From an optimization exercise on the open Yosys and OpenROAD flow, aimed at small area; shortcuts taken in it are not production practice.
RTL that was checked went through simulation tests only; none was proved equivalent to the original.
The RTL of runs 3 to 6 was laid out without a check of its function.
Power and IR drop assume default switching activity.

$ cat flow/design.v
module pwm_hw(
input clk,                    
input reset,                  
input red,                    
input green,                  
input blue,                   
output [19:0] Red_High_HW,    
output [19:0] Red_Low_HW,     
output [19:0] Green_High_HW,  
output [19:0] Green_Low_HW,   
output [19:0] Blue_High_HW,   
output [19:0] Blue_Low_HW     
             );
HW_PWM Red  (.clk(clk), .reset(reset), .Colour_input(red),   .High_Count(Red_High_HW),   .Low_Count(Red_Low_HW));
HW_PWM Green(.clk(clk), .reset(reset), .Colour_input(green), .High_Count(Green_High_HW), .Low_Count(Green_Low_HW));
HW_PWM Blue (.clk(clk), .reset(reset), .Colour_input(blue),  .High_Count(Blue_High_HW),  .Low_Count(Blue_Low_HW));
endmodule
module HW_PWM(
input clk,
input reset,
input Colour_input,
output reg [19:0] High_Count,
output reg [19:0] Low_Count
            );
reg PrevPwm;
reg [19:0] Count;
wire rise = Colour_input & ~PrevPwm;
wire fall = ~Colour_input & PrevPwm;
wire run  = reset & ~(Colour_input ^ PrevPwm);    
wire ld_high   = reset & fall;
wire hold_high = reset & ~fall;
wire ld_low    = reset & rise;
wire hold_low  = reset & ~rise;
wire [19:0] c;
wire [4:0]  g;                 
wire [4:0]  p;                 
genvar j;
generate
    for (j = 0; j < 5; j = j + 1) begin : grp
        assign g[j] = &Count[4*j+3:4*j];
        assign c[4*j]   = p[j];
        assign c[4*j+1] = p[j] & Count[4*j];
        assign c[4*j+2] = p[j] & (&Count[4*j+1:4*j]);
        assign c[4*j+3] = p[j] & (&Count[4*j+2:4*j]);
    end
endgenerate
assign p[0] = 1'b1;
assign p[1] = g[0];
assign p[2] = &g[1:0];
assign p[3] = &g[2:0];
assign p[4] = &g[3:0];
always @(posedge clk) begin
    PrevPwm    <= reset & Colour_input;
    Count      <= {20{run}} & (Count ^ c);
    High_Count <= ({20{ld_high}} & Count) | ({20{hold_high}} & High_Count);
    Low_Count  <= ({20{ld_low}}  & Count) | ({20{hold_low}}  & Low_Count);
end
endmodule
$ cat flow/flow/run.sh
#!/bin/bash
# Own layout flow: the standard ORFS flow with three changes:
#  - synthesis maps the logic with an area-oriented ABC script (flow/area.abc);
#    everything else in synthesis, including flip-flop mapping, is the standard flow's own
#    synth_recipe.tcl unchanged;
#  - the port buffers are the smallest buffer cell;
#  - clock tree synthesis uses small clock buffers and no dummy load cells.
# Each tool's output goes to flow_make.log here; ORFS keeps per-step logs in orfs/logs.
set -euo pipefail
W="$(cd "$(dirname "$0")/.." && pwd)"
cd "$W"
{
  echo "proc abc {args} {"
  echo "  set i [lsearch -exact \$args -script]"
  echo "  if {\$i >= 0} { lset args [expr {\$i + 1}] $W/flow/area.abc }"
  echo "  yosys abc {*}\$args"
  echo "}"
  cat synth_recipe.tcl
} > area_synth.tcl
bash standard.sh finish \
  "SYNTH_SCRIPT=$W/area_synth.tcl" \
  "ADDER_MAP_FILE=" \
  "BUFFER_PORTS_ARGS=-buffer_cell sky130_fd_sc_hd__buf_1" \
  "CTS_ARGS=-sink_clustering_enable -repair_clock_nets -dont_use_dummy_load -buf_list {sky130_fd_sc_hd__clkbuf_8} -root_buf sky130_fd_sc_hd__clkbuf_8 -sink_clustering_size 20" \
  > flow_make.log 2>&1
$ cat flow/flow/area.abc
strash
&get -n
&fraig -x
&put
strash
&get -n
&dch -f
&nf -R 1000
&put
$ cat flow/standard.sh
#!/bin/bash
# synth_recipe.tcl (not shown) runs the flow's synth.tcl, then flattens the netlist and writes it again
# the make line also repeats each setting of config.mk as NAME=value (left out here)
make -C /OpenROAD-flow-scripts/flow DESIGN_CONFIG=/design/flow/config.mk WORK_HOME=/design/flow/orfs CLKGATE_MAP_FILE= SYNTH_SCRIPT=/design/flow/synth_recipe.tcl "${@:-finish}"
$ cat flow/config.mk
export PLATFORM = sky130hd
export DESIGN_NAME = pwm_hw
export DESIGN_NICKNAME = pwm_hw
export VERILOG_FILES = /design/flow/design.v
export SDC_FILE = /design/flow/constraint.sdc
export NUM_CORES = 4
export LEC_CHECK = 0
export CAP_MARGIN = 20
export CORE_MARGIN = 2
export CORE_UTILIZATION = 40
export GPL_TIMING_DRIVEN = 0
export PLACE_DENSITY = 0.6
export SLEW_MARGIN = 20
$ cat flow/constraint.sdc
create_clock -name core_clock -period 2.0 [get_ports {clk}]
set_input_delay 0.4000 -clock core_clock [delete_from_list [all_inputs] [get_ports {clk}]]
set_output_delay 0.4000 -clock core_clock [all_outputs]
set_load 0.01 [all_outputs]
==> impl_metrics.ini, run 1 <==
[clocking]
cts_max_level = 4
worstSkewPairLatency_ns = 0.47
cts_buffer_depth = 2
clkTransAtPathRegs_ns = 0.08
cts_buffers = 17
cts.sinks = 183
cts_tree = yes
cts-hold-fix-buffers = 0
root_buffer = clkbuf_8

[critical_path]
worst_ep_required_time_ns = 2.33
r2r_slack_ns = 0.11
cp_data_arrival_time_ns = 2.22
criticalPathCategory = reg2reg
slowest_delay_ns = 0.41
cp-end-kind = flop
start_kind = flop
reg2reg_depth = 6
path_cells = and4_4, nand4_1, nor4_4, and3_4, and3_1, nor3_1
cp_slowest_cell = nor4_4
critical-path-top-delay-family = simple AND/OR/NAND/NOR gates
worst-path-max-fanout = 7
worstReg2RegStart = Red.Count[1]$_DFF_P_
critPathBufInv = 0
rr_endpoint = Red.Count[19]$_DFF_P_

[final_layout]
layout_common_cells = dfxtp_1, buf_1, a22o_1, a21oi_1, nor2_1
nets = 651
drive_above_1_share_pct = 8.39
fillers = 1289
layout-area-overhead-vs-synth_pct = 19.6
seq_area_um2 = 3680
n_antenna_cell = 0
mostFrequentLayoutCell = dfxtp_1
multiInputGateArea_um2 = 2160

[synthesis]
synth-edff-count = 0
synth.area.mux_share_pct = 0
synthAdderAreaFrac_pct = 0
yosys.area_share.simple_pct = 10.9
synth_compound_area_share_pct = 24.4
synth_top_family_by_area = compound AO/OA/AOI/OAI gates
ys_warn_count = 1
synth_area_leaders = dfxtp_1, a22o_1, a21oi_1, nor3_1, nor2_1
ys_seq_elements = 183
seq_area_frac_synth_pct = 63.8
synthDistinctLibCells = 18
synth-main-ff-cell = dfxtp_1
synth_top_area_share_pct = 63.8
syn-num-nets = 500
postSynth.asyncResetShare_pct = 0
synth_xor_area_share_pct = 0.611
synth_top_area_cell = dfxtp_1
synth_area_um2 = 5740
syn_inst = 495
synth.avg_cell_area_um2 = 11.6

[place]
hpwl_um = 9020
post-place-ws_ns = -0.715
gp_congestion = 0.725
port_buffers = 124

[power_and_ir_drop]
leakagePower_nw = 2.51
vdd_drop_max_mv = 0.429
p_per_area_nw_per_um2 = 835
total_power_mw = 5.73

[run]
cap_violations = 0

[min_path]
hold-path-cell-count = 3
hold_path.class = in2reg
min_from = red
whs_endpoint = Red.PrevPwm$_DFF_P_

[drt]
drt-pass1-iter-count = 4
wl_per_cell_um = 16.5
drc_errors = 0
drtIter0Drc = 324
vias_per_cell = 5.50
ant_nets = 0
wl_um = 13600
via_count = 4530

[die]
die_w_um = 124
dieArea_um2 = 15300
die_y_um = 124
core.rowCount = 43
num_io_pins = 125
core_um2 = 13900
initial_utilization_pct = 41.2

[global_routing]
overflow = 0
grt_max_degree = 21
grt_usage_pct = 17.9
antenna_found_initial = 0
grt_pass1_wl_um = 21200
grt_pass1_vias = 4180

[timing]
finalCritPeriodShare_pct = 94.7
worst_pin_slew_ns = 0.925
setup_violations = 0
setup_ws_ns = 0.106
fin_worst_skew_ns = 0.0219
maxSlewViolCount = 0
final.min_clock_period_ns = 1.89
hold_violations = 0
maxSlewHeadroom_pct = 38.3
fmax_ghz = 0.528

[status]
outcome = finished clean
## where the power goes
| part | internal, mW | switching [mW] |
|---|---|---|
| logic | 0.0417 | 0.142 |
| registers | 3.66 | 0.0214 |
| clock network | 0.751 | 1.11 |
## area by class of cell
| type | instances | share of cell area, % |
|---|---|---|
| repair buffers | 132 | 7.93 |
| inverters | 4 | 0.273 |
| well taps | 180 | 3.28 |
| multi-input cells | 308 | 31.5 |
| flip-flops and latches | 183 | 53.6 |
| clock buffers | 17 | 3.41 |
## worst min-delay path, stage by stage
cell and delay (ns):
buf_1 0.08, clkinv_1 0.10, nor2_1 0.04
## kinds of logic (layout without fill, tap and decap cells)
logic type	count (synthesis)	after routing
buf+inv	4	153
simple gates	122	122
xor+xnor	4	4
flops	183	183
compound gates	182	182
## synthesized netlist by cell type (all sizes together) (6+ instances only)
cell type,n
o21ai,9
nand2,9
a22o,120
and2,13
and3,14
a21oi,38
and4,6
dfxtp,183
nor2,36
nand4,6
nor3,29
a211oi,13
## sequential cells by signal (all words and copies together) (netlist names)
signal	flops
Blue.High_Count	20
Red.High_Count	20
Green.Count	20
Green.Low_Count	20
Blue.Count	20
Red.Low_Count	20
Green.PrevPwm	1
Green.High_Count	20
Blue.PrevPwm	1
Red.Count	20
Red.PrevPwm	1
Blue.Low_Count	20
## per-layer routing
| metal | up-vias | wire (µm) | track usage, % |
|---|---|---|---|
| met4 | 0 | 166 | 6.32 |
| li1 | 2207 | - | - |
| met2 | 125 | 6200 | 27.6 |
| met5 | - | 0 | 0 |
| met1 | 2182 | 6340 | 23.6 |
| met3 | 16 | 924 | 5.95 |
## through the flow
step / TNS [ns] / utilization (%) / hold slack (ns) / cell area, µm² / std cells
detailed placement: -29.54 / 46.6 / 0.462 / 6500 / 803
global route: -0.0149 / 49.3 / 0.220 / 6860 / 824
global placement: -154.77 / 46.1 / 0.459 / 6430 / 799
CTS: 0 / 48.8 / 0.195 / 6800 / 820
finish: 0 / 49.3 / 0.220 / 6860 / 824
floorplan: -11.55 / - / 0.460 / 5740 / 495
## worst max-delay path by stage
stage                               from                      end  cells after the start
global route        Red.Count[1]$_DFF_P_    Red.Count[19]$_DFF_P_                      6
CTS                 Red.Count[0]$_DFF_P_    Red.Count[15]$_DFF_P_                      7
detailed placement                 reset    Red.Count[14]$_DFF_P_                      7
global placement                   reset    Red.Count[14]$_DFF_P_                      6
finish              Red.Count[1]$_DFF_P_    Red.Count[19]$_DFF_P_                      6
floorplan                          reset  Green.Count[14]$_DFF_P_                      5
## timing repair
item | 4_1_cts | 5_1_grt
endpoints found under the hold margin | 0 | 0
gates cloned | 0 | 0
setup endpoints to repair | 44 | 18
pin swaps | 3 | 2
resized for setup | 13 | 20
setup buffers | 0 | 4
==> run 2: changes to the inputs <==
--- a/flow/config.mk
+++ b/flow/config.mk
@@ -7,7 +7,7 @@
 export LEC_CHECK = 0
 export CAP_MARGIN = 20
 export CORE_MARGIN = 2
-export CORE_UTILIZATION = 40
+export CORE_UTILIZATION = 65
 export GPL_TIMING_DRIVEN = 0
-export PLACE_DENSITY = 0.6
+export PLACE_DENSITY = 0.8
 export SLEW_MARGIN = 20
==> run 2 against run 1 <==
- die area decreased by 37%
- via count increased by 1.5%
- count of clock-buffer cells in the layout unchanged
- clock power decreased by 4%
- setup slack got worse by 0.0021 ns
- first-iteration DRC count decreased by 40%
- combinational power decreased by 2%
- cell count decreased by 8.7%
- clock skew increased by 0.018 ns
- non-clock buffer count unchanged
- largest power group unchanged
==> impl_metrics.ini, run 2 <==
[final_layout]
nets = 651
drive_above_1_share_pct = 8.39
final_cell_area_um2 = 6760
layout_common_cells = dfxtp_1, buf_1, a22o_1, a21oi_1, nor2_1
n_antenna_cell = 0
mostFrequentLayoutCell = dfxtp_1
layout-area-overhead-vs-synth_pct = 17.8
fillers = 611

[timing]
fin_worst_skew_ns = 0.0399
worst_pin_slew_ns = 0.967
setup_violations = 0
hold_violations = 0
maxSlewViolCount = 0
finalCritPeriodShare_pct = 94.8
maxSlewHeadroom_pct = 35.5
final.min_clock_period_ns = 1.90
whs_ns = 0.223
fmax_ghz = 0.527

[clocking]
clkTransAtPathRegs_ns = 0.08
cts.sinks = 183
cts_max_level = 4
cts-hold-fix-buffers = 0
cts_buffers = 17
cts_buffer_depth = 2
cts_tree = yes
worstSkewPairLatency_ns = 0.44
root_buffer = clkbuf_8

[drt]
vias_per_cell = 6.12
drc_errors = 0
wl_um = 12900
via_count = 4600
drt-pass1-iter-count = 6
ant_nets = 0
wl_per_cell_um = 17.1
drtIter0Drc = 195

[synthesis]
synthMostInstantiatedCell = dfxtp_1
ys_seq_elements = 183
synth_area_leaders = dfxtp_1, a22o_1, a21oi_1, nor3_1, nor2_1
synth_top_area_share_pct = 63.8
synth_area_um2 = 5740
synth-edff-count = 0
syn-num-nets = 500
synth-main-ff-cell = dfxtp_1
syn_inst = 495
synthDistinctLibCells = 18
synth.avg_cell_area_um2 = 11.6
ys_warn_count = 1
synth_common_cells = dfxtp_1, a22o_1, a21oi_1
seq_area_frac_synth_pct = 63.8
synth_top_area_cell = dfxtp_1
postSynth.asyncResetShare_pct = 0

[die]
core_um2 = 8640
num_io_pins = 125
die_y_um = 98.0
dieArea_um2 = 9600
die_w_um = 98.0
core.rowCount = 34
initial_utilization_pct = 66.4

[global_routing]
grt_usage_pct = 26.5
grt_max_degree = 21
overflow = 0
grt_pass1_wl_um = 20500
antenna_found_initial = 0
grt_pass1_vias = 4185

[min_path]
whs_endpoint = Red.PrevPwm$_DFF_P_
min_from = red
hold-path-cell-count = 3
hold_path.class = in2reg

[critical_path]
path_cells = and4_4, nand4_1, nor4_4, and3_4, xnor2_1, nor2_1
worst-path-max-fanout = 7
cp-end-kind = flop
worst_ep_required_time_ns = 2.29
cp_slowest_cell = nor4_4
criticalPathCategory = reg2reg
cp_data_arrival_time_ns = 2.19
rr_endpoint = Green.Count[18]$_DFF_P_
worstReg2RegStart = Green.Count[3]$_DFF_P_
slowest_delay_ns = 0.43
critical-path-top-delay-family = simple AND/OR/NAND/NOR gates
reg2reg_depth = 6
critPathBufInv = 0
start_kind = flop
r2r_slack_ns = 0.10

[place]
hpwl_um = 8420
port_buffers = 124
gp_congestion = 0.796
dpl_cell_area_um2 = 6390

[power_and_ir_drop]
vdd_drop_max_mv = 0.483
p_per_area_nw_per_um2 = 836
total_power_mw = 5.65
leakagePower_nw = 2.50

[status]
outcome = finished clean

[run]
cap_violations = 0
run 2: kinds of logic (layout without fill, tap and decap cells):
kind of cell	Yosys count	in the layout	synth area share [%]
XOR/XNOR	4	4	0.610
AND/OR/NAND/NOR	122	122	10.9
flip-flops	183	183	63.8
AO/OA/AOI/OAI	182	182	24.4
buffers and inverters	4	153	0.262
run 2: timing repair:
| item | CTS | global route |
|---|---|---|
| hold endpoints to repair | 0 | 0 |
| resized for setup | 14 | 17 |
| setup buffers | 1 | 4 |
| gates cloned | 0 | 0 |
| pin swaps | 2 | 2 |
| endpoints found under the setup margin | 28 | 26 |
run 2: area by class of cell:
cell class                 count  area, µm²  share of cell area, %
clock buffer                  17        234                   3.46
inverter                       4       15.0                  0.222
multi-input combinational    308       2170                   32.1
sequential                   183       3670                   54.3
tap                          108        135                   2.00
timing repair buffer         132        537                   7.94
run 2: tightest hold or removal path, cell delays in order:
cell      delay [ns]
buf_1           0.09
clkinv_1        0.07
nor2_1          0.04
run 2: worst max-delay path by stage:
| stage | endpoint | start | cells after the start |
|---|---|---|---|
| after floorplan | Green.Count[14]$_DFF_P_ | reset | 5 |
| after global placement | Red.Count[14]$_DFF_P_ | reset | 6 |
| after detailed placement | Green.Count[14]$_DFF_P_ | reset | 7 |
| after CTS | Blue.Count[19]$_DFF_P_ | Blue.Count[1]$_DFF_P_ | 6 |
| after global routing | Green.Count[18]$_DFF_P_ | Green.Count[3]$_DFF_P_ | 6 |
| final | Green.Count[18]$_DFF_P_ | Green.Count[3]$_DFF_P_ | 6 |
run 2: metal layers:
| metal | track usage, % | share of wire (%) | vias to the layer above |
|---|---|---|---|
| li1 | - | - | 2204 |
| met1 | 35.8 | 45 | 2226 |
| met2 | 41.5 | 47 | 155 |
| met3 | 7.95 | 6.5 | 15 |
| met4 | 8.12 | 1.3 | 0 |
| met5 | 0 | 0 | - |
run 2: power by group:
part | leakage (nW) | internal (mW) | total, mW | switching, mW
registers | 1.48 | 3.66 | 3.68 | 0.0200
logic | 0.900 | 0.0400 | 0.179 | 0.139
clock network | 0.122 | 0.753 | 1.79 | 1.04
run 2: stage by stage:
step           std cells  TNS, ns  setup slack [ns]  utilization (%)
6_report             752        0             0.104             78.3
5_1_grt              752  -0.0765           -0.0232             78.3
4_1_cts              748        0          0.000866             77.5
3_5_place_dp         730   -23.14            -0.612             74.0
3_3_place_gp         727  -129.32             -1.58             73.4
2_1_floorplan        495   -11.55            -0.360                -
==> run 3: changes to the inputs <==
--- a/flow/design.v
+++ b/flow/design.v
@@ -31,27 +31,9 @@
 wire hold_high = reset & ~fall;
 wire ld_low    = reset & rise;
 wire hold_low  = reset & ~rise;
-wire [19:0] c;
-wire [4:0]  g;                 
-wire [4:0]  p;                 
-genvar j;
-generate
-    for (j = 0; j < 5; j = j + 1) begin : grp
-        assign g[j] = &Count[4*j+3:4*j];
-        assign c[4*j]   = p[j];
-        assign c[4*j+1] = p[j] & Count[4*j];
-        assign c[4*j+2] = p[j] & (&Count[4*j+1:4*j]);
-        assign c[4*j+3] = p[j] & (&Count[4*j+2:4*j]);
-    end
-endgenerate
-assign p[0] = 1'b1;
-assign p[1] = g[0];
-assign p[2] = &g[1:0];
-assign p[3] = &g[2:0];
-assign p[4] = &g[3:0];
 always @(posedge clk) begin
     PrevPwm    <= reset & Colour_input;
-    Count      <= {20{run}} & (Count ^ c);
+    Count      <= {20{run}} & (Count + 20'd1);
     High_Count <= ({20{ld_high}} & Count) | ({20{hold_high}} & High_Count);
     Low_Count  <= ({20{ld_low}}  & Count) | ({20{hold_low}}  & Low_Count);
 end
--- a/flow/flow/run.sh
+++ b/flow/flow/run.sh
@@ -19,7 +19,6 @@
 } > area_synth.tcl
 bash standard.sh finish \
   "SYNTH_SCRIPT=$W/area_synth.tcl" \
-  "ADDER_MAP_FILE=" \
   "BUFFER_PORTS_ARGS=-buffer_cell sky130_fd_sc_hd__buf_1" \
   "CTS_ARGS=-sink_clustering_enable -repair_clock_nets -dont_use_dummy_load -buf_list {sky130_fd_sc_hd__clkbuf_8} -root_buf sky130_fd_sc_hd__clkbuf_8 -sink_clustering_size 20" \
   > flow_make.log 2>&1
--- a/flow/config.mk
+++ b/flow/config.mk
@@ -7,7 +7,7 @@
 export LEC_CHECK = 0
 export CAP_MARGIN = 20
 export CORE_MARGIN = 2
-export CORE_UTILIZATION = 65
+export CORE_UTILIZATION = 40
 export GPL_TIMING_DRIVEN = 0
-export PLACE_DENSITY = 0.8
+export PLACE_DENSITY = 0.6
 export SLEW_MARGIN = 20
==> run 3 against run 2 <==
- core utilization fell by 31 points
- flip-flop and latch count is the same
- clock power increased by 3%
- fmax increased by 3.4%
- critical path depth grew 1
- first-iteration DRC count is 25% higher
- combinational power increased by 6%
- global-route usage decreased by 8.7 points
- critical path type unchanged
- critical endpoint is now Red.Count[18]$_DFF_P_
==> impl_metrics.ini, run 3 <==
[critical_path]
cp-end-kind = flop
worst-path-max-fanout = 4
start_kind = flop
critical-path-top-delay-family = simple AND/OR/NAND/NOR gates
worst_ep_required_time_ns = 2.35
path_cells = ha_1, nand3_1, nor2_1, nand3_1, nor4_2, a21oi_1, o21a_1
r2r_slack_ns = 0.17
crit_top_cell = nand3_1
criticalPathCategory = reg2reg
cp_slowest_cell = dfxtp_1
slowest_delay_ns = 0.41
critPathBufInv = 0
cp_data_arrival_time_ns = 2.18

[power_and_ir_drop]
p_comb_share_pct = 3.3
seqPwrFrac_pct = 64.5
total_power_mw = 5.70
p_clk_share_pct = 32.2
p_per_area_nw_per_um2 = 798
vdd_drop_max_mv = 0.438
p_switching_mw = 1.25
internal-power_mw = 4.46
leakagePower_nw = 2.54
swShare_pct = 21.9

[global_routing]
antenna_found_initial = 0
grt_usage_pct = 17.8
overflow = 0
grt_pass1_vias = 4570
grt_pass1_wl_um = 23000
grt_max_degree = 24

[final_layout]
drive_above_1_share_pct = 4.47
layout-area-overhead-vs-synth_pct = 16.8
layout_common_cells = dfxtp_1, buf_1, a22o_1, nor2_1, a21oi_1
finalNonFillerCells = 881
fin_util_pct = 47.3
n_antenna_cell = 0
fillers = 1456
mostFrequentLayoutCell = dfxtp_1
nets = 709

[clocking]
cts_buffers = 17
cts-hold-fix-buffers = 0
worstSkewPairLatency_ns = 0.46
root_buffer = clkbuf_8
cts_max_level = 4
cts_buffer_depth = 2
postCtsSetupBuffers = 0
clkTransAtPathRegs_ns = 0.08
cts_resized = 1
cts_tree = yes
cts.sinks = 183

[timing]
setup_ws_ns = 0.166
maxSlewHeadroom_pct = 38.2
final.min_clock_period_ns = 1.83
fin_worst_skew_ns = 0.0256
hold_violations = 0
setup_violations = 0
maxSlewViolCount = 0
fmax_ghz = 0.545
rsz0062_at_grt = false
worst_pin_slew_ns = 0.923
finalCritPeriodShare_pct = 91.7

[drt]
drc_errors = 0
met2_length_um = 6800
met1Wirelength_um = 6550
routed.top_layer = met4
met3WireLength_um = 725
ant_nets = 0
vias_per_cell = 5.42
drtIter0Drc = 243
wl_um = 14300
drt-pass1-iter-count = 4
via_count = 4779
wl_per_cell_um = 16.2

[synthesis]
postSynth.asyncResetShare_pct = 0
seq_area_frac_synth_pct = 59.9
ys_seq_elements = 183
synth_common_cells = dfxtp_1, a22o_1, nor2_1
synthMostInstantiatedCell = dfxtp_1
syn_inst = 548
synth-main-ff-cell = dfxtp_1
synth.avg_cell_area_um2 = 11.2
synth_area_um2 = 6120
synthDistinctLibCells = 23
synth_top_area_share_pct = 59.9
synth-edff-count = 0
synth_top_area_cell = dfxtp_1
synth_area_leaders = dfxtp_1, a22o_1, nor2_1, a21oi_1, xnor2_1
syn-num-nets = 562
ys_warn_count = 1

[die]
num_io_pins = 125
die_y_um = 128
initial_utilization_pct = 40.5
die_w_um = 128
core_um2 = 15100
dieArea_um2 = 16300
core.rowCount = 45

[run]
cap_violations = 0

[place]
port_buffers = 124
hpwl_um = 9840
gp_congestion = 0.837
post-place-ws_ns = -0.310
placedCellCount = 864

[min_path]
hold_path.class = in2reg

[status]
outcome = finished clean
-- run 3: cell types whose count changed in the layout (fill, tap and decap cells not counted), moves of 8 or more --
cell / previous run / this run
a211oi_1: 13 / 0
nor2_1: 30 / 41
a21oi_1: 35 / 23
nand2_1: 7 / 21
ha_1: 0 / 9
nand4_1: 6 / 17
nand3_1: 3 / 17
xnor2_1: 4 / 13
o21ai_0: 9 / 17
nor4_1: 0 / 8
nor3_1: 29 / 12
xor2_1: 0 / 12
-- run 3: logic make-up (layout without fill, tap and decap cells) --
group / Yosys count / count (layout) / share of synthesized area, %
AOI/OAI and AO/OA: 171 / 171 / 21.8
xor gates and xnor gates: 25 / 25 / 3.58
adders and majority gates: 9 / 9 / 1.84
buffers and inverters: 9 / 154 / 0.552
DFF: 183 / 183 / 59.9
and+or+nand+nor: 151 / 151 / 12.4
-- run 3: final cells by class --
cell class,instances,area [µm²],area share [%]
multi-input cells,356,2460,34.5
well taps,188,235,3.29
repair buffers,128,514,7.20
flip-flops and latches,183,3660,51.3
clock buffers,17,234,3.27
inverters,9,33.8,0.473
-- run 3: per-layer routing --
layer | vias to the layer above | global-route usage, %
met5 | - | 0
met4 | 0 | 6.01
met3 | 18 | 5.97
met2 | 107 | 28.8
met1 | 2300 | 22.3
li1 | 2354 | -
-- run 3: through the flow --
step	hold slack (ns)	TNS (ns)	instance area (µm²)
after detailed placement	0.462	-21.97	6880
after global routing	0.211	0	7140
after global placement	0.455	-62.19	6820
after CTS	0.206	0	7120
final	0.236	0	7140
after floorplan	0.441	0	6120
-- run 3: final timing paths --
kind,endpoint,startpoint,depth (start not counted)
worst max-delay path,Red.Count[18]$_DFF_P_,Red.Count[1]$_DFF_P_,7
worst min-delay path,Green.PrevPwm$_DFF_P_,green,2
worst max register to register,Red.Count[18]$_DFF_P_,Red.Count[1]$_DFF_P_,7
worst min register to register,Green.Low_Count[13]$_DFF_P_,Green.Low_Count[13]$_DFF_P_,1
-- run 3: power groups by stage --
stage	combinational [mW]	clock (mW)	sequential (mW)
4_1_cts	0.191	1.91	3.68
3_3_place_gp	0.166	0	3.76
2_1_floorplan	0.103	0	3.76
5_1_grt	0.209	2.06	3.68
3_5_place_dp	0.191	0	3.76
6_report	0.190	1.84	3.68
==> run 4: changes to the inputs <==
--- a/flow/flow/run.sh
+++ b/flow/flow/run.sh
@@ -20,5 +20,5 @@
 bash standard.sh finish \
   "SYNTH_SCRIPT=$W/area_synth.tcl" \
   "BUFFER_PORTS_ARGS=-buffer_cell sky130_fd_sc_hd__buf_1" \
-  "CTS_ARGS=-sink_clustering_enable -repair_clock_nets -dont_use_dummy_load -buf_list {sky130_fd_sc_hd__clkbuf_8} -root_buf sky130_fd_sc_hd__clkbuf_8 -sink_clustering_size 20" \
+  "CTS_ARGS=-sink_clustering_enable -repair_clock_nets -dont_use_dummy_load -buf_list {sky130_fd_sc_hd__clkbuf_8} -root_buf sky130_fd_sc_hd__clkbuf_16" \
   > flow_make.log 2>&1
==> flow/flow/area.abc (replaced) <==
strash
&get -n
&fraig -x
&syn2
&dch -f
&nf -R 1000
&put
==> run 4 against run 3 <==
- synthesized cell count increased by 38%
- register-to-register slack got worse by 0.07 ns
- wire length increased by 1.8%
- total power increased by 11%
- flip-flop and latch count unchanged
- critical endpoint is now Green.Count[19]$_DFF_P_
- largest cell class unchanged
- highest routed layer unchanged
==> impl_metrics.ini, run 4 <==
[drt]
routed.top_layer = met4
wl_per_cell_um = 12.9
drt-pass1-iter-count = 4
met3WireLength_um = 793
drc_errors = 0
via_count = 5362
met1Wirelength_um = 7020
wl_um = 14500
ant_nets = 0
vias_per_cell = 4.77
met2_length_um = 6520
drtIter0Drc = 332

[synthesis]
synth_area_um2 = 6430
synth_xor_area_share_pct = 4.50
synth_area_leaders = dfxtp_1, nor2_1, o21ai_0, xor2_1, and3_1
synth_compound_area_share_pct = 12.0
synth-main-ff-cell = dfxtp_1
synth_top_family_by_area = simple AND/OR/NAND/NOR gates
synth.avg_cell_area_um2 = 8.48
synth-edff-count = 0
synth_top_area_cell = dfxtp_1
synthDistinctLibCells = 21
ys_warn_count = 1
synthMostInstantiatedCell = nor2_1
postSynth.asyncResetShare_pct = 0
yosys.area_share.simple_pct = 24.0
synthAdderAreaFrac_pct = 1.75
syn-num-nets = 772
ys_seq_elements = 183
synth_common_cells = nor2_1, dfxtp_1, o21ai_0
synth_top_area_share_pct = 57.0
synth.area.mux_share_pct = 0
seq_area_frac_synth_pct = 57.0
syn_inst = 758

[critical_path]
start_kind = flop
worst_ep_required_time_ns = 2.25
cp.depth = 9
crit_top_cell = and3_4
worst-path-max-fanout = 5
slowest_delay_ns = 0.36
cp-end-kind = flop
reg2reg_depth = 9
criticalPathCategory = reg2reg
critical-path-top-delay-family = simple AND/OR/NAND/NOR gates
cp_slowest_cell = dfxtp_4
path_cells = and3_4, and3_4, and2_4, and3_4, nand4_1, nor2_2, nand4_1, xor2_1, nor2_1
cp_data_arrival_time_ns = 2.15
critPathBufInv = 0

[global_routing]
grt_usage_pct = 17.1
antenna_found_initial = 0
grt_pass1_vias = 4730
grt_pass1_wl_um = 23200
overflow = 0
grt_max_degree = 59

[power_and_ir_drop]
total_power_mw = 6.35
p_per_area_nw_per_um2 = 838
vdd_drop_max_mv = 0.465
leakagePower_nw = 2.76

[final_layout]
layout-area-overhead-vs-synth_pct = 17.9
final_cell_area_um2 = 7580
seq_area_um2 = 3680
nets = 923
fin_util_pct = 48.1
multiInputGateArea_um2 = 2770
n_antenna_cell = 0
mostFrequentLayoutCell = nor2_1
fillers = 1660
drive_above_1_share_pct = 5.84
layout_common_cells = nor2_1, dfxtp_1, o21ai_0, buf_1, xor2_1

[clocking]
root_buffer = clkbuf_16
cts.sinks = 183
cts_tree = yes
cts_buffer_depth = 2
cts_max_level = 4
cts-hold-fix-buffers = 0
cts_buffers = 17
clkTransAtPathRegs_ns = 0.10
worstSkewPairLatency_ns = 0.39

[place]
gp_congestion = 0.724
port_buffers = 124
dpl_cell_area_um2 = 7210
hpwl_um = 9360

[die]
num_io_pins = 125
core.rowCount = 46
initial_utilization_pct = 40.8
die_w_um = 131
die_y_um = 131
dieArea_um2 = 17100
core_um2 = 15800

[status]
outcome = finished clean

[timing]
fmax_ghz = 0.526
hold_violations = 0
setup_violations = 0
maxSlewHeadroom_pct = 53.9
final.min_clock_period_ns = 1.90
fin_worst_skew_ns = 0.0269
finalCritPeriodShare_pct = 95.1
maxSlewViolCount = 0
tns_ns = 0
rsz0062_at_grt = true
whs_ns = 0.306
worst_pin_slew_ns = 0.689

[min_path]
hold_path.class = in2reg
hold-path-cell-count = 2

[run]
cap_violations = 0
run 4: cell count changes after synthesis, moves of 10 or more:
cell,previous run,this run
and3_1,9,25
nor4_1,10,0
nand4_1,17,5
a22o_1,120,0
nor2_1,41,284
o21ai_0,17,124
run 4: final cells by class:
cell class / count / share of cell area (%)
multi-input combinational: 563 / 36.6
timing repair buffer: 132 / 7.38
clock buffer: 17 / 3.24
sequential: 183 / 48.5
inverter: 12 / 0.693
tap: 216 / 3.57
run 4: routing by layer:
layer / up-vias / global-route usage [%]
met5: - / 0
met4: 0 / 7.32
met3: 11 / 4.48
met2: 104 / 26.7
met1: 2427 / 22.4
li1: 2820 / -
run 4: worst reg2reg max path, stage by stage, from the launching register on:
cell and delay, ns:
dfxtp_4 0.36, and3_4 0.20, and3_4 0.20, and2_4 0.16, and3_4 0.19, nand4_1 0.14, nor2_2 0.16, nand4_1 0.12
xor2_1 0.18, nor2_1 0.05
run 4: cell families (layout without fill, tap and decap cells):
kind of cell,Yosys count,after routing
adder cells (fa/ha/maj),9,9
flip-flops,183,183
XOR/XNOR,33,33
AND/OR/NAND/NOR,371,371
AO/OA/AOI/OAI,150,150
buffers and inverters,12,161
run 4: what timing repair did:
action                                  CTS  global route
endpoints found under the hold margin     0             0
resized for setup                        22            12
pin swaps                                 2             3
setup buffers                             1             5
endpoints found under the setup margin  131            12
run 4: final timing paths:
| check | startpoint | to | slack, ns |
|---|---|---|---|
| hold reg to reg | Red.Low_Count[4]$_DFF_P_ | Red.Low_Count[4]$_DFF_P_ | 0.47 |
| hold / removal | green | Green.PrevPwm$_DFF_P_ | 0.31 |
| setup reg to reg | Green.Count[6]$_DFF_P_ | Green.Count[19]$_DFF_P_ | 0.1 |
| setup / recovery | Green.Count[6]$_DFF_P_ | Green.Count[19]$_DFF_P_ | 0.1 |
run 4: through the flow:
| step | setup WS [ns] | instances |
|---|---|---|
| after floorplan | 0.0726 | 758 |
| after CTS | 0.0140 | 1118 |
| after detailed placement | -0.727 | 1100 |
| final | 0.0987 | 1123 |
| after global placement | -3.71 | 1098 |
| after global routing | -0.0361 | 1123 |
run 4: report_power, final:
group	switching (mW)	internal, mW
Clock	1.12	0.806
Sequential	0.0849	3.78
Combinational	0.372	0.186
==> run 5: changes to the inputs <==
==> flow/flow/run.sh (replaced) <==
#!/bin/bash
# Own layout flow: the standard ORFS flow, with the port buffers made as
# the smallest buffer and clock tree synthesis without dummy load cells.
set -euo pipefail
cd "$(dirname "$0")/.."
bash standard.sh finish \
  "BUFFER_PORTS_ARGS=-buffer_cell sky130_fd_sc_hd__buf_1" \
  "CTS_ARGS=-sink_clustering_enable -repair_clock_nets -dont_use_dummy_load" \
  > flow_make.log 2>&1
--- a/flow/config.mk
+++ b/flow/config.mk
@@ -8,6 +8,5 @@
 export CAP_MARGIN = 20
 export CORE_MARGIN = 2
 export CORE_UTILIZATION = 40
-export GPL_TIMING_DRIVEN = 0
 export PLACE_DENSITY = 0.6
 export SLEW_MARGIN = 20
removed: flow/flow/area.abc
==> run 5 against run 4 <==
- synthesized area rose by 13%
- die area grew 12%
- fmax increased by 3.5%
- flip-flop and latch count stayed put
- clock skew down 0.0089 ns
- register-to-register slack improved by 0.07 ns
- highest routed layer unchanged
- hold slack got worse by 0.048 ns
- combinational power down about 50%
- first-iteration DRC count is 35% lower
- via count fell by 5.1%
- wire length increased by 2.8%
==> impl_metrics.ini, run 5 <==
[place]
hpwl_um = 10200
port_buffers = 124
gp_congestion = 0.764
post-place-ws_ns = 0.141

[synthesis]
synth.avg_cell_area_um2 = 10.3
postSynth.asyncResetShare_pct = 0
ys_warn_count = 1
synthMostInstantiatedCell = dfxtp_1
synth_common_cells = dfxtp_1, mux2i_1, nor2b_1
synthDistinctLibCells = 29
synth_area_um2 = 7240
synth_top_area_share_pct = 50.6
ys_seq_elements = 183
synth_area_leaders = dfxtp_1, mux2i_1, nor2b_1, xnor2_1, nor2_1
syn-num-nets = 715
synth_top_area_cell = dfxtp_1
seq_area_frac_synth_pct = 50.6
syn_inst = 701
synth-edff-count = 0
synth-main-ff-cell = dfxtp_1

[final_layout]
layout_common_cells = dfxtp_1, buf_1, mux2i_1, nor2b_1, nor2_1
n_antenna_cell = 0
mostFrequentLayoutCell = dfxtp_1
nets = 854
multiInputGateArea_um2 = 3360
layout-area-overhead-vs-synth_pct = 17.7
seq_area_um2 = 3660
drive_above_1_share_pct = 7.52
fillers = 1733
fin_util_pct = 47.8

[drt]
vias_per_cell = 4.77
drc_errors = 0
drtIter0Drc = 216
wl_per_cell_um = 14.0
ant_nets = 0
drt-pass1-iter-count = 4
via_count = 5090
wl_um = 14900

[clocking]
postCtsSetupBuffers = 0
worstSkewPairLatency_ns = 0.42
cts-hold-fix-buffers = 0
clkTransAtPathRegs_ns = 0.06
cts_tree = yes
cts_buffers = 17
cts_max_level = 4
cts_buffer_depth = 2
cts.sinks = 183
root_buffer = clkbuf_16

[critical_path]
worst-path-max-fanout = 8
cp-end-kind = flop
slowest_delay_ns = 0.66
worst_ep_required_time_ns = 2.34
cp_slowest_cell = or4_1
criticalPathCategory = reg2reg
start_kind = flop
cp_data_arrival_time_ns = 2.18
path_cells = nand3_2, or4_1, or3_1, a21oi_1
critPathBufInv = 0
critical-path-top-delay-family = simple AND/OR/NAND/NOR gates

[global_routing]
grt_usage_pct = 16.1
overflow = 0
grt_pass1_vias = 5033
grt_pass1_wl_um = 25400
grt_max_degree = 46
antenna_found_initial = 0

[die]
dieArea_um2 = 19200
die_y_um = 139
num_io_pins = 125
core.rowCount = 49
die_w_um = 139
initial_utilization_pct = 40.6
core_um2 = 17800

[power_and_ir_drop]
leakagePower_nw = 2.87
p_per_area_nw_per_um2 = 779
vdd_drop_max_mv = 0.575

[timing]
maxSlewViolCount = 0
tns_ns = 0
rsz0062_at_grt = false
final.min_clock_period_ns = 1.84
worst_pin_slew_ns = 0.389
fmax_ghz = 0.545
finalCritPeriodShare_pct = 91.8
hold_violations = 0
fin_worst_skew_ns = 0.0180
maxSlewHeadroom_pct = 73.7
setup_violations = 0
setup_ws_ns = 0.164

[status]
outcome = finished clean

[min_path]
hold_path.class = in2reg

[run]
cap_violations = 0
==> run 5: cell types whose count changed in the layout (fill, tap and decap cells not counted), sizes merged, moves of 7 or more <==
cell,previous run,this run
inv,0,12
mux2i,0,121
or3,4,20
nor2,284,35
xnor2,12,22
a21oi,14,21
o21ai,124,21
xor2,21,10
clkinv,12,0
buf,132,158
nand4,5,14
and3,25,5
nor2b,1,120
==> run 5: stage by stage <==
stage | area (µm²) | power (mW) | hold slack (ns) | cells
2_1_floorplan | 7240 | 3.96 | 0.451 | 701
3_3_place_gp | 8090 | 4.04 | 0.471 | 1050
3_5_place_dp | 8090 | 4.04 | 0.477 | 1050
4_1_cts | 8520 | 6.73 | 0.243 | 1067
5_1_grt | 8520 | 6.91 | 0.259 | 1067
6_report | 8520 | 6.64 | 0.258 | 1067
==> run 5: worst reg2reg max path, cell delays in order, from the launching register on <==
cell and delay [ns]:
dfxtp_1 0.43, nand3_2 0.13, or4_1 0.66, or3_1 0.38, a21oi_1 0.14
==> run 5: report_power, final <==
part / internal [mW] / leakage (nW) / total (mW) / switching, mW
Sequential: 3.66 / 1.48 / 3.68 / 0.0146
Clock: 1.48 / 0.209 / 2.68 / 1.21
Combinational: 0.124 / 1.19 / 0.279 / 0.156
==> run 5: metal layers <==
metal,track usage (%),part of all wire (%)
met1,21.9,50
met2,24.6,44
met3,4.47,4.1
met4,5.96,1.8
met5,0,0
==> run 5: final timing paths <==
path | start | end | slack, ns | cells past startpoint
worst max-delay path | Green.Count[10]$_DFF_P_ | Green.Count[19]$_DFF_P_ | 0.16 | 4
worst min-delay path | green | Green.PrevPwm$_DFF_P_ | 0.26 | 2
worst max register to register | Green.Count[10]$_DFF_P_ | Green.Count[19]$_DFF_P_ | 0.16 | 4
worst min register to register | Blue.Count[0]$_DFF_P_ | Blue.Count[0]$_DFF_P_ | 0.49 | 1
==> run 5: timing repair <==
action	in CTS	in global routing
setup endpoints to repair	0	1
endpoints found under the hold margin	0	0
gates resized for setup	0	1
==> run 5: area by class of cell <==
type / count / area share [%]
timing repair buffer: 158 / 8.62
sequential: 183 / 43.0
clock buffer: 17 / 4.99
inverter: 12 / 0.529
tap: 229 / 3.36
multi-input combinational: 468 / 39.5
==> run 5: cell families (layout without fill, tap and decap cells) <==
group                    count (synthesis)  after routing  share of synthesized area (%)
AND/OR/NAND/NOR                        264            264                           21.4
flip-flops                             183            183                           50.6
multiplexers                           121            121                           16.7
buffers and inverters                   50            187                           2.94
AO/OA/AOI/OAI                           42             42                           2.90
XOR/XNOR                                32             32                           3.87
adder cells (fa/ha/maj)                  9              9                           1.56
==> run 6: changes to the inputs <==
==> flow/design.v (replaced) <==
module pwm_hw(
input clk,      			 
input reset,  			     
input red,                   
input green,                 
input blue,                  
output [19:0] Red_High_HW,   
output [19:0] Red_Low_HW,    
output [19:0] Green_High_HW, 
output [19:0] Green_Low_HW,  
output [19:0] Blue_High_HW,  
output [19:0] Blue_Low_HW    
             );
HW_PWM Red(.clk(clk),.reset(reset),.Colour_input(red),.High_Count(Red_High_HW),.Low_Count(Red_Low_HW));           
HW_PWM Green(.clk(clk),.reset(reset),.Colour_input(green),.High_Count(Green_High_HW), .Low_Count(Green_Low_HW));  
HW_PWM Blue(.clk(clk),.reset(reset),.Colour_input(blue),.High_Count(Blue_High_HW), .Low_Count(Blue_Low_HW));      
endmodule
module HW_PWM(
input clk,                     
input reset,                   
input Colour_input,            
output reg [19:0] High_Count,  
output reg [19:0] Low_Count    
            );
reg PrevPwm;                   
reg [19:0]Count;               
always@(posedge clk)
begin
if (!reset)                    
    begin
	Count<=20'b0;
	High_Count<=20'b0;
	Low_Count<=20'b0;          
	PrevPwm<=1'b0;
	end
else if(Colour_input==1)       
   begin
	if(PrevPwm!=Colour_input)  
		begin
 		Low_Count<=Count;      
		PrevPwm<=1'b1;         
		Count<=20'b0;          
		end
	else
		begin                  
		Count<=Count+1'b1;     
		end
  end
else if(Colour_input==0)       
	begin
	if(PrevPwm!=Colour_input)  
		begin
		High_Count<=Count;     
		PrevPwm<=Colour_input; 
		Count<=20'b0;          
		end
else
     begin                     
     Count<=Count+1'b1;        
     end     
end
end			
endmodule			
==> flow/run.sh (new file) <==
#!/bin/bash
# synth_recipe.tcl (not shown) runs the flow's synth.tcl, then flattens the netlist and writes it again
# the make line also repeats each setting of config.mk as NAME=value (left out here)
make -C /OpenROAD-flow-scripts/flow DESIGN_CONFIG=/design/flow/config.mk WORK_HOME=/design/flow/orfs CLKGATE_MAP_FILE= SYNTH_SCRIPT=/design/flow/synth_recipe.tcl finish
removed: flow/flow/run.sh
removed: flow/standard.sh
==> run 6 against run 5 <==
- non-clock buffer count up 1
- clock power grew 28%
- fmax grew 4.7%
- register-to-register slack improved by 0.08 ns
- hold slack better by 0.046 ns
- core utilization grew 5.5 points
- clock skew is 0.011 ns lower
- setup slack better by 0.082 ns
- sequential share of layout area shrank 4.6 points
- first-iteration DRC count is 28% lower
==> impl_metrics.ini, run 6 <==
[clocking]
worstSkewPairLatency_ns = 0.42
cts_resized = 0
cts_max_level = 4
postCtsSetupBuffers = 0
clkTransAtPathRegs_ns = 0.07
root_buffer = clkbuf_16
cts_buffers = 17
cts_buffer_depth = 2
cts.sinks = 183
cts_tree = yes
cts-hold-fix-buffers = 0

[die]
dieArea_um2 = 19200
num_io_pins = 125
die_w_um = 139
core_um2 = 17900
initial_utilization_pct = 40.5
core.rowCount = 49
die_y_um = 139

[drt]
drc_errors = 0
drt-pass1-iter-count = 4
wl_per_cell_um = 14.8
drtIter0Drc = 155
ant_nets = 0
vias_per_cell = 4.92
via_count = 5327
wl_um = 16000

[power_and_ir_drop]
vdd_drop_max_mv = 0.584
leakagePower_nw = 3.33
p_per_area_nw_per_um2 = 788

[final_layout]
finalNonFillerCells = 1083
layout-area-overhead-vs-synth_pct = 31.5
fillers = 1599
layout_common_cells = dfxtp_1, mux2i_1, nor2b_1, clkdlybuf4s50_1, nor2_1
nets = 856
drive_above_1_share_pct = 8.31
seq_area_um2 = 3660
n_antenna_cell = 0
multiInputGateArea_um2 = 3390
mostFrequentLayoutCell = dfxtp_1

[timing]
worst_pin_slew_ns = 0.356
setup_violations = 0
maxSlewViolCount = 0
fmax_ghz = 0.570
hold_violations = 0
setup_ws_ns = 0.246
rsz0062_at_grt = false
maxSlewHeadroom_pct = 75.9
final.min_clock_period_ns = 1.75
tns_ns = 0
finalCritPeriodShare_pct = 87.7
fin_worst_skew_ns = 0.00720

[synthesis]
synth.avg_cell_area_um2 = 10.3
synth_top_area_share_pct = 50.5
synthMostInstantiatedCell = dfxtp_1
synth-edff-count = 0
synth_common_cells = dfxtp_1, mux2i_1, nor2b_1
synth-main-ff-cell = dfxtp_1
ys_seq_elements = 183
seq_area_frac_synth_pct = 50.5
synth_area_leaders = dfxtp_1, mux2i_1, nor2b_1, xnor2_1, nor2_1
ys_warn_count = 1
postSynth.asyncResetShare_pct = 0
synth_top_area_cell = dfxtp_1
synthDistinctLibCells = 33
syn-num-nets = 717
syn_inst = 703
synth_area_um2 = 7260

[critical_path]
worst-path-max-fanout = 6
r2r_slack_ns = 0.25
worst_ep_required_time_ns = 2.35
criticalPathCategory = reg2reg
start_kind = flop
cp_data_arrival_time_ns = 2.10
cp-end-kind = flop

[global_routing]
grt_usage_pct = 16.9
antenna_found_initial = 0
grt_max_degree = 46
grt_pass1_wl_um = 27000
overflow = 0
grt_pass1_vias = 5449

[place]
hpwl_um = 11400
gp_congestion = 0.830
port_buffers = 124
post-place-ws_ns = 0.0163
placedCellCount = 1052

[status]
outcome = finished clean

[run]
cap_violations = 0

[min_path]
hold_path.class = in2reg
## run 6: changes by cell type after synthesis, sizes merged, moves of 5 or more
cell    previous run  this run
nand3             17        27
o21ai             21        11
nand2             22        13
a21oi             21        13
nor2              35        43
or3               20        12
clkbuf            30        36
and2               5         0
buf                8         3
## run 6: final cells by class
cell class / count / share of cell area (%)
multi-input cells: 470 / 35.5
well taps: 229 / 3.00
flip-flops and latches: 183 / 38.4
inverters: 11 / 0.433
clock buffers: 24 / 5.05
clock inverters: 7 / 1.25
repair buffers: 159 / 16.4
## run 6: final timing paths
kind,startpoint,endpoint,cells after the start
hold reg to reg,Red.Count[0]$_SDFF_PP0_,Red.Count[0]$_SDFF_PP0_,1
hold / removal,reset,Green.PrevPwm$_SDFFE_PN0P_,2
setup / recovery,Red.Count[4]$_SDFF_PP0_,Red.Count[15]$_SDFF_PP0_,4
setup reg to reg,Red.Count[4]$_SDFF_PP0_,Red.Count[15]$_SDFF_PP0_,4
## run 6: worst max-delay path, stage by stage, from the launching register on
cell and delay, ns:
dfxtp_1 0.46, nand4_1 0.18, or4_4 0.55, or3_1 0.33, a21oi_1 0.16
## run 6: logic make-up after synthesis
group / share of synthesized area (%)
AO/OA/AOI/OAI: 2.47
XOR/XNOR: 4.34
adder cells (fa/ha/maj): 1.55
buffers and inverters: 2.88
flip-flops: 50.5
multiplexers: 17.2
AND/OR/NAND/NOR: 21.0
## run 6: stage by stage
stage               cell area (µm²)  hold slack [ns]  util (%)  total power [mW]
floorplan                      7260            0.452         -              4.04
global placement               8940            0.478      49.9              4.18
detailed placement             8940            0.499      49.9              4.19
CTS                            9540            0.300      53.3              7.61
global route                   9540            0.315      53.3              7.78
finish                         9540            0.304      53.3              7.52
## run 6: per-layer routing
| layer | GRT usage (%) | wire (µm) | vias up |
|---|---|---|---|
| met3 | 3.83 | 577 | 17 |
| met1 | 21.0 | 7380 | 2522 |
| met2 | 29.0 | 7840 | 114 |
| met4 | 6.06 | 248 | 0 |
| met5 | 0 | 0 | - |
| li1 | - | - | 2674 |
## run 6: power breakdown
group          internal (mW)  switching (mW)  leakage [nW]
combinational          0.201           0.206          1.57
clock                   2.06            1.36         0.287
sequential              3.67          0.0254          1.48

separate check: timing with driven ports:
The flow's constraints put no driver on any port. The routed layouts listed below were extracted and timed again, unchanged, in two steps. Step 1 sets driving cells, clkbuf_16 on the clock port and buf_2 on the other inputs (assumed; they add their load-dependent delay and slew). Step 2 adds t to the input delays and takes it off the output delays; t is the mean of the earliest and latest rising clock arrival at the registers after step 1. Input paths then give back, and output paths get back, about the clock's delay inside the block. Slacks: ideal ports / drivers / drivers and shift; pairs: ideal ports / drivers.
run	t, ns	slack for setup (ns)	worst setup path after step 2	worst register clock-pin slew, ns	worst slew at a driven data input, ns
run 1	0.490	0.106 / 0.106 / -0.324	input to register	0.09 / 0.09	0.06
run 2	0.459	0.104 / 0.104 / -0.334	input to register	0.10 / 0.10	0.06
run 3	0.478	0.166 / 0.166 / -0.143	input to register	0.09 / 0.09	0.05
run 4	0.416	0.099 / 0.099 / -0.066	input to register	0.10 / 0.10	0.03
run 5	0.456	0.164 / 0.164 / 0.164	register to register	0.06 / 0.06	0.05
run 6	0.458	0.246 / 0.218 / 0.003	input to register	0.07 / 0.07	0.06
Met with ideal ports but missed after step 2: setup timing in run 1, run 2, run 3 and run 4. For run 2, which loses most, drivers alone change the setup slack by 0.000 ns; drivers and shift together by -0.438 ns.
